Source: an optimization exercise on an open RTL-to-GDS flow (aim: small area). Production flows keep margins and buffers that such runs may drop. At most, simulation tests tie the RTL to the original design; equivalence was not proved. No driver is modelled on the clock port, so clock power and skew are understated where the tree is cut down; a real chip needs a root buffer or a tree. Power figures rest on the tool's default switching activity, not on a simulated workload.

## APB
module APB
(
    input PCLK,
    input PRESETn,
    input [31:0] PADDR,
    input PSEL,
    input PENABLE,
    input PWRITE,
    input [31:0] PWDATA,
    output reg [31:0] PRDATA,
    output PREADY
);
Size in the first run: ~460 cells after synthesis, about 120 flip-flops, ~100 I/O pins.
Settings: LEC_CHECK=0, CAP_MARGIN=20, CORE_MARGIN=2, CORE_UTILIZATION=40, PLACE_DENSITY=0.6, SLEW_MARGIN=20; clock period 10.0 ns.
run.sh (not shown) runs the stock make flow with config.mk's settings and CLKGATE_MAP_FILE= SYNTH_SCRIPT=/design/flow/synth_recipe.tcl, a recipe that flattens the netlist after the stock synthesis.
Edit:
--- a/flow/config.mk
+++ b/flow/config.mk
@@ -6,7 +6,9 @@
 export NUM_CORES = 4
 export LEC_CHECK = 0
+export ABC_AREA = 1
 export CAP_MARGIN = 20
 export CORE_MARGIN = 2
 export CORE_UTILIZATION = 40
+export CTS_BUF_LIST = sky130_fd_sc_hd__clkbuf_2 sky130_fd_sc_hd__clkbuf_4
 export PLACE_DENSITY = 0.6
 export SLEW_MARGIN = 20
Result:
- The new run finished clean
- power went down by a quarter to a third
- area after synthesis went down by a few percent
- via count went up by about a fifth
- first-iteration DRC count went up slightly
Function was not checked in any run of this note: the RTL went through the layout flow alone.

* * *

## job 7464
APB, a different RTL version from the one above (not shown whole).
Size: about 390 cells after synthesis, ~120 flip-flops, about 100 I/O pins, roughly 4200 um^2 of cells after synthesis.
// APB
module APB
(
    input PCLK,
    input PRESETn,
    input [31:0] PADDR,
    input PSEL,
    input PENABLE,
    input PWRITE,
    input [31:0] PWDATA,
    output reg [31:0] PRDATA,
    output PREADY
);
export LEC_CHECK = 0
export CAP_MARGIN = 20
export CORE_MARGIN = 2
export CORE_UTILIZATION = 60
export PLACE_DENSITY = 0.75
export SLEW_MARGIN = 20
create_clock -name core_clock -period 10.0 [get_ports {PCLK}]
standard.sh (not shown) runs the stock make flow with config.mk's settings and CLKGATE_MAP_FILE= SYNTH_SCRIPT=/design/flow/synth_recipe.tcl, a recipe that flattens the netlist after the stock synthesis.
==> flow/flow/run.sh <==
#!/bin/bash
# Layout flow: the standard flow (standard.sh) with three changes.
#  1. Synthesis is the standard synthesis (synth_recipe.tcl) except that
#     ABC's final technology mapping runs an area script (flow/area.abc)
#     instead of ORFS's speed script (flow/my_synth.tcl); flip-flops, their
#     names and cells are those of the standard synthesis. Combinational
#     cells are then set to their smallest drive strength (flow/downsize.py);
#     later timing repair upsizes where needed.
#  2. Port buffers use the smallest buffer cell.
#  3. The clock tree is built by flow/clock_tree.tcl: the clock port drives
#     one root buffer, which drives a few leaf buffers, each at the centre of
#     the flip-flops it clocks (no dummy loads).
# Each tool's output goes to a log file of its own in this folder.
set -euo pipefail
here=$(pwd)
plat=$FLOW_HOME/platforms/$FLOW_PLATFORM
res=$here/orfs/results/$FLOW_PLATFORM/APB/base
lib=$plat/lib/sky130_fd_sc_hd__tt_025C_1v80.lib
OPENROAD=$(command -v openroad || echo $FLOW_HOME/../tools/install/OpenROAD/bin/openroad)
export BUFFER_PORTS_ARGS="-buffer_cell sky130_fd_sc_hd__buf_1"
source flow/settings.sh

sed -e "s#@AREA_ABC@#$here/flow/area.abc#" -e "s#@FLOW_SYNTH@#$here/synth_recipe.tcl#" \
    flow/my_synth.tcl > $here/my_synth.tcl
sed -e "s#SYNTH_SCRIPT=[^ ]*#SYNTH_SCRIPT=$here/my_synth.tcl#" standard.sh > $here/my_standard.sh
bash my_standard.sh $res/1_2_yosys.v > synth.log 2>&1
cp $res/1_2_yosys.v $here/1_2_yosys.abc.v
python3 flow/downsize.py $res/1_2_yosys.v $lib > downsize.log 2>&1
bash standard.sh synth > synth_odb.log 2>&1
bash standard.sh place > place.log 2>&1
RES=$res PLAT=$plat $OPENROAD -no_init -exit flow/clock_tree.tcl > cts.log 2>&1
bash standard.sh finish > finish.log 2>&1
==> flow/flow/area.abc <==
strash
&get -n
&st
&dch -f
&nf -a -R 1000
&put
topo
==> flow/flow/settings.sh <==
# clock tree shape (flow/clock_tree.tcl)
export LEAVES=6
export ROOT_BUF=sky130_fd_sc_hd__clkbuf_16
export LEAF_BUF=sky130_fd_sc_hd__clkbuf_16
Other scripts of this flow, unchanged in this note and not shown: flow/flow/clock_tree.tcl, flow/flow/downsize.py, flow/flow/my_synth.tcl
Job 7464 has completed all stages; timing, DRC and antenna checks passed.
Setup changes, job 7464 to job 1620
Settings: changing CORE_UTILIZATION from 60 to 75; changing PLACE_DENSITY from 0.75 to 0.9.
diff --git a/flow/flow/settings.sh b/flow/flow/settings.sh
--- a/flow/flow/settings.sh
+++ b/flow/flow/settings.sh
@@ -2 +2 @@
-export LEAVES=6
+export LEAVES=5
## What came out
Changes observed in job 1620 relative to job 7464: clock period minus final worst setup slack climbed 0.033 ns, number of global-route vias before repair climbed 382, slack of the critical path dropped 0.033 ns, number of cell instances on the worst register-to-register path climbed 1, diode insertion count for antenna repair barely changed.
Job 7464 fits on a die that is larger than the die of job 1620.
The run showing the greater maximum frequency is job 7464.
On final-stage net count, job 1620 and job 7464 are neck and neck.
Design area on job 1620 is ahead of job 7464.
Final total power: job 1620 < job 7464
Relative to job 1620, the following input files were edited for job 946:
Settings: CORE_UTILIZATION now 65, was 75; PLACE_DENSITY now 0.8, was 0.9.
==> flow/flow/area.abc <==
strash
&get -n
&st
&dch -f
&nf -a -R 1000
&put
mfs2
strash
&get -n
&st
&dch -f
&nf -a -R 1000
&put
topo
==> flow/flow/settings.sh <==
# clock tree shape (flow/clock_tree.tcl)
export LEAVES=5
export ROOT_BUF=sky130_fd_sc_hd__clkbuf_4
export LEAF_BUF=sky130_fd_sc_hd__clkbuf_16
[summary]
Cell count: job 946 higher than job 1620. [compare] base=job 1620 new=job 946: global-route usage lower; area of all placed cells without fillers lower; global-route wire length before repair lower; number of standard cells after synthesis higher; post-route total power higher. Path depth of the worst reg2reg path: job 1620 vs job 946 — no meaningful difference. Job 946 against job 1620: worst IR drop on VDD has increased, pre-CTS worst setup slack went down 0.37 ns, wire length shows a reduction of 17%, sequential cell count saw little to no change.
No run of this note takes its clock network from TritonCTS; it comes from the design's own scripts or RTL.

## what the ideal ports hide
In the flow no input, the clock included, has a driving cell. The finished layouts below were timed again as built, in two steps. Step 1: set_driving_cell puts a clkbuf_16 on PCLK and a buf_2 on each other input, an assumption about the parent block. Step 2 times the ports against the registers' clock, not the clock port: input delays grow and output delays shrink by t, the midpoint of the rising clock arrivals with the driver on. Slacks: ideal / step 1 / step 2; pairs: ideal / step 1.
run | t (ns) | slack for setup (ns) | worst register clock-pin slew, ns
the first run of note 1 | 0.447 | 3.581 / 3.552 / 3.552 | 0.06 / 0.06
the second run of note 1 | 0.573 | 3.253 / 3.233 / 3.233 | 0.12 / 0.12
job 7464 | 0.368 | 4.238 / 4.218 / 4.218 | 0.09 / 0.09
job 1620 | 0.357 | 4.204 / 4.183 / 4.183 | 0.10 / 0.10
job 946 | 0.467 | 3.795 / 3.771 / 3.771 | 0.09 / 0.09
After both steps every run listed still meets setup and hold. For the first run of note 1, which loses most, drivers alone change the setup slack by -0.029 ns; drivers and shift together by -0.029 ns.
